This is an optimization exercise on Yosys and OpenROAD, whose aim is small area, not a production implementation.
Function was checked by simulation only, so behaviour that the tests miss may differ from the original.
Power and IR drop assume default switching activity.

## flow/design.v (module list and top-level ports; edited modules follow where they fit)
// module FPExpAdder: 21 lines
// module FPExpDec: 23 lines
// module FloatingPointMultiplier: 1384 lines
// module FullAdder: 4 lines
// module HalfAdder: 4 lines
// module Or2: 3 lines
// module Aoi21: 3 lines
// module Oai21: 3 lines
// module Nand2: 3 lines
// module Nor2: 3 lines
// module Inv: 3 lines
// module Xor2: 3 lines
// module Xnor2: 3 lines
module FloatingPointMultiplier(
	input wire [26 : 0] in_1,
	input wire [26 : 0] in_2,
	input wire clk_pll,
	output wire [26 : 0] out
    );
  // ...
==> flow/flow/run.sh <==
#!/bin/bash
# Layout flow: the standard synthesis and layout, with
# - the smallest buffer cell for the port buffers instead of the one
#   buffer_ports picks by default,
# - every combinational cell sized down before global placement
#   (flow/downsize.tcl), so that timing repair sizes up only what it needs,
# - timing-driven global placement that does not keep the buffers its
#   virtual repair inserts (GPL_KEEP_OVERFLOW=0); timing is repaired later,
# - clock tree synthesis without dummy loads.
set -euo pipefail
bash standard.sh synth > synth.log 2>&1
bash standard.sh 'BUFFER_PORTS_ARGS=-buffer_cell sky130_fd_sc_hd__buf_1' \
  "PRE_GLOBAL_PLACE_TCL=$PWD/flow/downsize.tcl" GPL_KEEP_OVERFLOW=0 \
  'CTS_ARGS=-sink_clustering_enable -repair_clock_nets -dont_use_dummy_load -buf_list {sky130_fd_sc_hd__clkbuf_4 sky130_fd_sc_hd__clkbuf_8}' \
  finish > layout.log 2>&1
==> flow/flow/downsize.tcl <==
# Before global placement: give every combinational cell the smallest-area
# variant of its own cell (same function and pins). Timing repair later sizes up only what needs it.
set db [ord::get_db]
set block [ord::get_db_block]
set swapped 0
foreach inst [$block getInsts] {
  set master [$inst getMaster]
  set name [$master getName]
  if {![regexp {^(sky130_fd_sc_hd__([a-z0-9]+))_([0-9]+)$} $name -> base kind size]} { continue }
  # leave sequential, clock, tap, fill and delay cells alone
  if {[regexp {^(df|dl|sdf|edf|sedf|clk|tap|fill|decap|conb|diode|lpflow|probe|dly|macro)} $kind]} { continue }
  set best $master
  foreach s {0 1 2 4 6 8 12 16} {
    set m [$db findMaster "${base}_$s"]
    if {$m == "NULL" || $m == ""} { continue }
    if {[$m getWidth] < [$best getWidth]} {
      set best $m
    }
  }
  if {$best != $master} {
    $inst swapMaster $best
    incr swapped
  }
}
puts "downsize.tcl: swapped $swapped instances to smaller cells"
==> flow/standard.sh <==
#!/bin/bash
# synth_recipe.tcl (not shown) runs the flow's synth.tcl, then flattens the netlist and writes it again
# the make line also repeats each setting of config.mk as NAME=value (left out here)
make -C /OpenROAD-flow-scripts/flow DESIGN_CONFIG=/design/flow/config.mk WORK_HOME=/design/flow/orfs CLKGATE_MAP_FILE= SYNTH_SCRIPT=/design/flow/synth_recipe.tcl "${@:-finish}"
==> flow/config.mk <==
export PLATFORM = sky130hd
export DESIGN_NAME = FloatingPointMultiplier
export DESIGN_NICKNAME = FloatingPointMultiplier
export VERILOG_FILES = /design/flow/design.v
export SDC_FILE = /design/flow/constraint.sdc
export NUM_CORES = 4
export LEC_CHECK = 0
export CAP_MARGIN = 20
export CORE_MARGIN = 2
export CORE_UTILIZATION = 40
export CTS_BUF_LIST = sky130_fd_sc_hd__clkbuf_4 sky130_fd_sc_hd__clkbuf_8
export SLEW_MARGIN = 20
export SYNTH_HIERARCHICAL = 1
==> flow/constraint.sdc <==
create_clock -name core_clock -period 6.8 [get_ports {clk_pll}]
set_input_delay 1.3600 -clock core_clock [delete_from_list [all_inputs] [get_ports {clk_pll}]]
set_output_delay 1.3600 -clock core_clock [all_outputs]
set_load 0.01 [all_outputs]
==> impl_metrics.tcl, run 1 <==
set metrics [dict create \
    outcome "complete, no violations" \
    cts_buffers 3 \
    top_power_group "combinational logic" \
    hp-class "in -> reg" \
    whs_endpoint "pipe_sign" \
    setup_ws_ps 249 \
    p_clk_share_pct 1.6 \
    synthAdderAreaFrac_pct 58.7 \
    synthesis.area_sq_mm 0.00919 \
    crit_cells 20 \
    worstPathBufferInverterCount 2 \
    dieArea_sq_mm 0.0242 \
    power_mw 5.42 \
    worst_pin_slew_ps 1090 \
    seq_cells 28 \
    syn_nets 1290 \
    die_w_um 156 \
    synth_commonest_cells "nand2_1 (338), fa_1 (269), inv_1 (69)" \
    powerSeq_mw 0.395 \
    cts.path.max_buffers 2 \
    antenna_found_initial 0 \
    ys_warn_count 7 \
    dr_wl_met3_mm 1.65 \
    hold_start "in_2[26]" \
    dr_wl_met2_mm 11.7 \
    grt_pass1_vias 7368 \
    cts_tree "yes" \
    core_sq_mm 0.0226 \
    met3_usage_pct 3.64 \
    yosys.area.top_type "fa_1" \
    layout-drive-gt1-share_pct 4.30 \
    largest_class "multi-input gates" \
    portBuffers 78 \
    critPathSlowestCell "fa_1" \
    syn_inst 965 \
    worst_ep_arrival_time_ps 6730 \
]
==> run 2: changes to the inputs <==
--- a/flow/flow/run.sh
+++ b/flow/flow/run.sh
@@ -6,10 +6,13 @@
 #   (flow/downsize.tcl), so that timing repair sizes up only what it needs,
 # - timing-driven global placement that does not keep the buffers its
 #   virtual repair inserts (GPL_KEEP_OVERFLOW=0); timing is repaired later,
+# - input port buffers with many loads sized up to buf_2 after global
+#   placement (flow/portbuf.tcl),
 # - clock tree synthesis without dummy loads.
 set -euo pipefail
 bash standard.sh synth > synth.log 2>&1
 bash standard.sh 'BUFFER_PORTS_ARGS=-buffer_cell sky130_fd_sc_hd__buf_1' \
   "PRE_GLOBAL_PLACE_TCL=$PWD/flow/downsize.tcl" GPL_KEEP_OVERFLOW=0 \
+  "POST_GLOBAL_PLACE_TCL=$PWD/flow/portbuf.tcl" \
   'CTS_ARGS=-sink_clustering_enable -repair_clock_nets -dont_use_dummy_load -buf_list {sky130_fd_sc_hd__clkbuf_4 sky130_fd_sc_hd__clkbuf_8}' \
   finish > layout.log 2>&1
==> flow/flow/portbuf.tcl (new file) <==
# After global placement: an input port buffer that drives many cells gets the
# next size up (buf_2) rather than having the timing repair pick a clock or
# delay buffer for it later.
set db [ord::get_db]
set block [ord::get_db_block]
set buf2 [$db findMaster sky130_fd_sc_hd__buf_2]
set n 0
foreach inst [$block getInsts] {
  if {[[$inst getMaster] getName] != "sky130_fd_sc_hd__buf_1"} { continue }
  foreach it [$inst getITerms] {
    if {[$it isOutputSignal]} {
      set net [$it getNet]
      if {$net != "NULL" && [llength [$net getITerms]] > 8} {
        $inst swapMaster $buf2
        incr n
      }
    }
  }
}
puts "portbuf.tcl: sized up $n buffers driving more than 7 cells"
==> impl_metrics.tcl, run 2 <==
set metrics [dict create \
    grtUsageTotal_pct 20.7 \
    ys.flop_type "dfxtp_1" \
    cts.path.max_buffers 2 \
    grt_pass1_wl_mm 38.5 \
    end_kind "flip-flop" \
    ys_types 26 \
    diodes 0 \
    largest_register_ff_count 18 \
    hold_buffers 0 \
    synth_edf_count 0 \
    critPathSlowestCell "fa_1" \
    grt_overflow 0 \
    antenna_found_initial 0 \
    final_cell_mix "nand2_1 (338), fa_1 (269), inv_1 (69), buf_1 (44), nor2_1 (42)" \
    cts.root.buffer_cell "clkbuf_8" \
    synth_seq_area_share_pct 6.10 \
    first_iter_violations 387 \
    dp.cells 1256 \
    wire_per_inst_um 18.6 \
    post_drt_via_cell_ratio 5.22 \
    yosysTopAreaCellShare_pct 58.6 \
    outcome "complete, no violations" \
    whs_endpoint "pipe_sign" \
    clk_pin_slew_ps 90 \
    fin_crit_ps 6450 \
    worstPathBufferInverterCount 2 \
    powerDensity_mw_per_mm2 577 \
    largest_register "pipe_nprod" \
    drc 0 \
    hold_violations 0 \
    grtUsageMet2_pct 36.1 \
    hp-class "in -> reg" \
    start_util_pct 40.7 \
    path_cells "buf_2 > nand2_1 > fa_1 > fa_1 > fa_1 > fa_1 > fa_1 > xnor2_1 > nand2_1 > nand2_1 > o21ai_1 > a21oi_1 > o21ai_1 > a21oi_2 > o21ai_2 > a21oi_4 > o21ai_2 > a21oi_1 > xnor2_1 > inv_1" \
    hold_start "in_2[26]" \
    ys_warn_count 7 \
    timing.final.crit_share_pct 94.9 \
    setup_ws_ps 346 \
    timing.fmax_ghz 0.155 \
    crit_family "adder cells" \
    utilization_pct 42.1 \
    syn_inst 965 \
    htreeDepth 1 \
    portBuffers 78 \
    setup_viol_count_final 0 \
    io_pins 82 \
    ys_async_sr_fraction_pct 0 \
    drv_cap 0 \
    grt_max_degree 19 \
    drt_first_pass_iters 7 \
    hold_path_depth 2 \
    path_max_fanout 18 \
    slew_viol_final 0 \
    cts_tree "yes" \
    yosysMostFrequentCell "nand2_1" \
    required_ps 6980 \
    syn_to_final_growth_pct 3.35 \
    final_common_cell "nand2_1" \
    ant_nets 0 \
    reg_top3 "pipe_nprod: 18 flops, pipe_nexp: 8 flops" \
    die_w_um 156 \
    met3_usage_pct 2.89 \
    worst_pin_slew_ps 960 \
    cts_buffers 3 \
    vias 6572 \
    vdd_drop_max_mv 0.692 \
    hpwlAfterDp_mm 17.2 \
    yosys-top-cells-area "fa_1 (59%), nand2_1 (14%), dfxtp_1 (6.1%)" \
    busiest_layer "met2" \
    leakage_nw 3.54 \
    synthesis.area_sq_mm 0.00919 \
    rsz0062_at_grt "no" \
    drt-total-wl_mm 23.5 \
    fin_area_sq_mm 0.00950 \
    rows 55 \
    syn_nets 1290 \
    layout-drive-gt1-share_pct 4.31 \
    max_stage_delay_ps 580 \
    syn_avg_cell_area_sq_um 9.53 \
    cp-start-kind "input pin" \
    nets 1302 \
    finalNonFillerCells 1260 \
    post-place-ws_ps -615 \
    die_h_um 156 \
    grt_pass1_vias 7285 \
    cts.sinks 28 \
    gr-usage-met1_pct 27.5 \
    synth-seq-cells 28 \
    synth_commonest_cells "nand2_1 (338), fa_1 (269), inv_1 (69)" \
    cp_common_cell "fa_1" \
    critical_path_class "in -> reg" \
    maxSlewHeadroom_pct 35.9 \
    yosys.area.top_type "fa_1" \
    place_area_sq_mm 0.00939 \
    core_sq_mm 0.0226 \
    worst_ep_arrival_time_ps 6630 \
    dieArea_sq_mm 0.0242 \
]
-- run 2: cell counts after synthesis --
Identical to the previous run, type by type.
-- run 2: logic make-up (layout without fill, tap and decap cells) --
kind of cell	after synthesis	in the layout	synth area share (%)
multiplexers	17	17	1.85
adder cells (fa/ha/maj)	270	270	58.7
flip-flops	28	28	6.10
AND/OR/NAND/NOR	398	398	16.9
buffers and inverters	141	151	7.02
XOR/XNOR	57	57	5.43
other	2	2	0.0817
AO/OA/AOI/OAI	52	52	3.85
-- run 2: worst max-delay path by stage --
| stage | startpoint | endpoint | slack [ps] | cells past startpoint |
|---|---|---|---|---|
| 6_report | in_1[12] | pipe_norm | 350 | 20 |
| 3_3_place_gp | in_1[3] | pipe_norm | -1080 | 22 |
| 3_5_place_dp | in_2[13] | pipe_norm | -620 | 20 |
| 4_1_cts | in_2[13] | pipe_norm | 120 | 20 |
| 2_1_floorplan | in_1[12] | pipe_norm | 450 | 21 |
| 5_1_grt | in_2[8] | pipe_norm | 30 | 22 |
-- run 2: report_power, final --
part           leakage [nW]  internal, mW  switching [mW]
registers             0.236         0.330          0.0634
clock network        0.0216        0.0399          0.0487
logic                  3.28          2.18            2.83
-- run 2: through the flow --
step	TNS, ps	hold WS [ps]	power [mW]
after floorplan	0	1450	4.59
after global routing	0	1250	6.21
after detailed placement	-3970	1570	5.24
after global placement	-9800	1550	5.16
final	0	1260	5.48
after CTS	0	1250	5.46
-- run 2: per-layer routing --
layer | part of all wire (%) | up-vias
met1 | 41 | 3420
met4 | 2.3 | 0
met5 | 0 | -
li1 | - | 2859
met3 | 6.3 | 43
met2 | 50 | 250
-- run 2: final cells by class --
cell class | instances | area, sq um
fillers | 2224 | 13100
multi-input cells | 796 | 7910
inverters | 69 | 259
well taps | 285 | 357
flip-flops and latches | 28 | 561
repair buffers | 79 | 378
clock buffers | 3 | 41.3
-- run 2: what timing repair did --
item | in CTS | in global routing
buffers inserted | 0 | 1
cloned | 0 | 0
pin swaps | 0 | 1
setup endpoints to repair | 4 | 7
gates resized for setup | 3 | 16
-- run 2: per-module statistics from Yosys (local to each module, per instance) --
module / cell area (sq um) / times used / cells
Or2: 6.26 / 10 / 1
FPExpDec: 63.8 / 1 / 9
Aoi21: 8.76 / 25 / 1
HalfAdder: 12.5 / 1 / 1
Nand2: 3.75 / 49 / 1
FloatingPointMultiplier: 2210 / 1 / 408
Xor2: 8.76 / 32 / 1
FullAdder: 20.0 / 269 / 1
Xnor2: 8.76 / 24 / 1
FPExpAdder: 56.3 / 1 / 10
Oai21: 5.00 / 19 / 1
Inv: 3.75 / 67 / 1
Nor2: 3.75 / 42 / 1

[re-timing with driven ports]
The flow's constraints put no driver on any port. The routed layouts listed below were extracted and timed again, unchanged, in two steps. Step 1 sets driving cells, clkbuf_16 on the clock port and buf_2 on the other inputs (assumed; they add their load-dependent delay and slew). Step 2 moves the port delays by t, midway between the first and last clock arrival at a register: inputs arrive t later, outputs are due t later. That takes back most of the time a late clock gives input paths. a / b / c = no drivers / after step 1 / after step 2; a / b = the first two.
| run | t, ns | setup WS [ns] | clock arrival spread, ns | cell pins on the clock port's net |
|---|---|---|---|---|
| run 1 | 0.304 | 0.249 / 0.254 / -0.050 | 0.007 / 0.007 | 1 |
| run 2 | 0.302 | 0.346 / 0.353 / 0.051 | 0.005 / 0.005 | 1 |
Met with ideal ports but missed after step 2: setup timing in run 1. For run 1, which loses most, drivers alone change the setup slack by +0.005 ns; drivers and shift together by -0.299 ns.
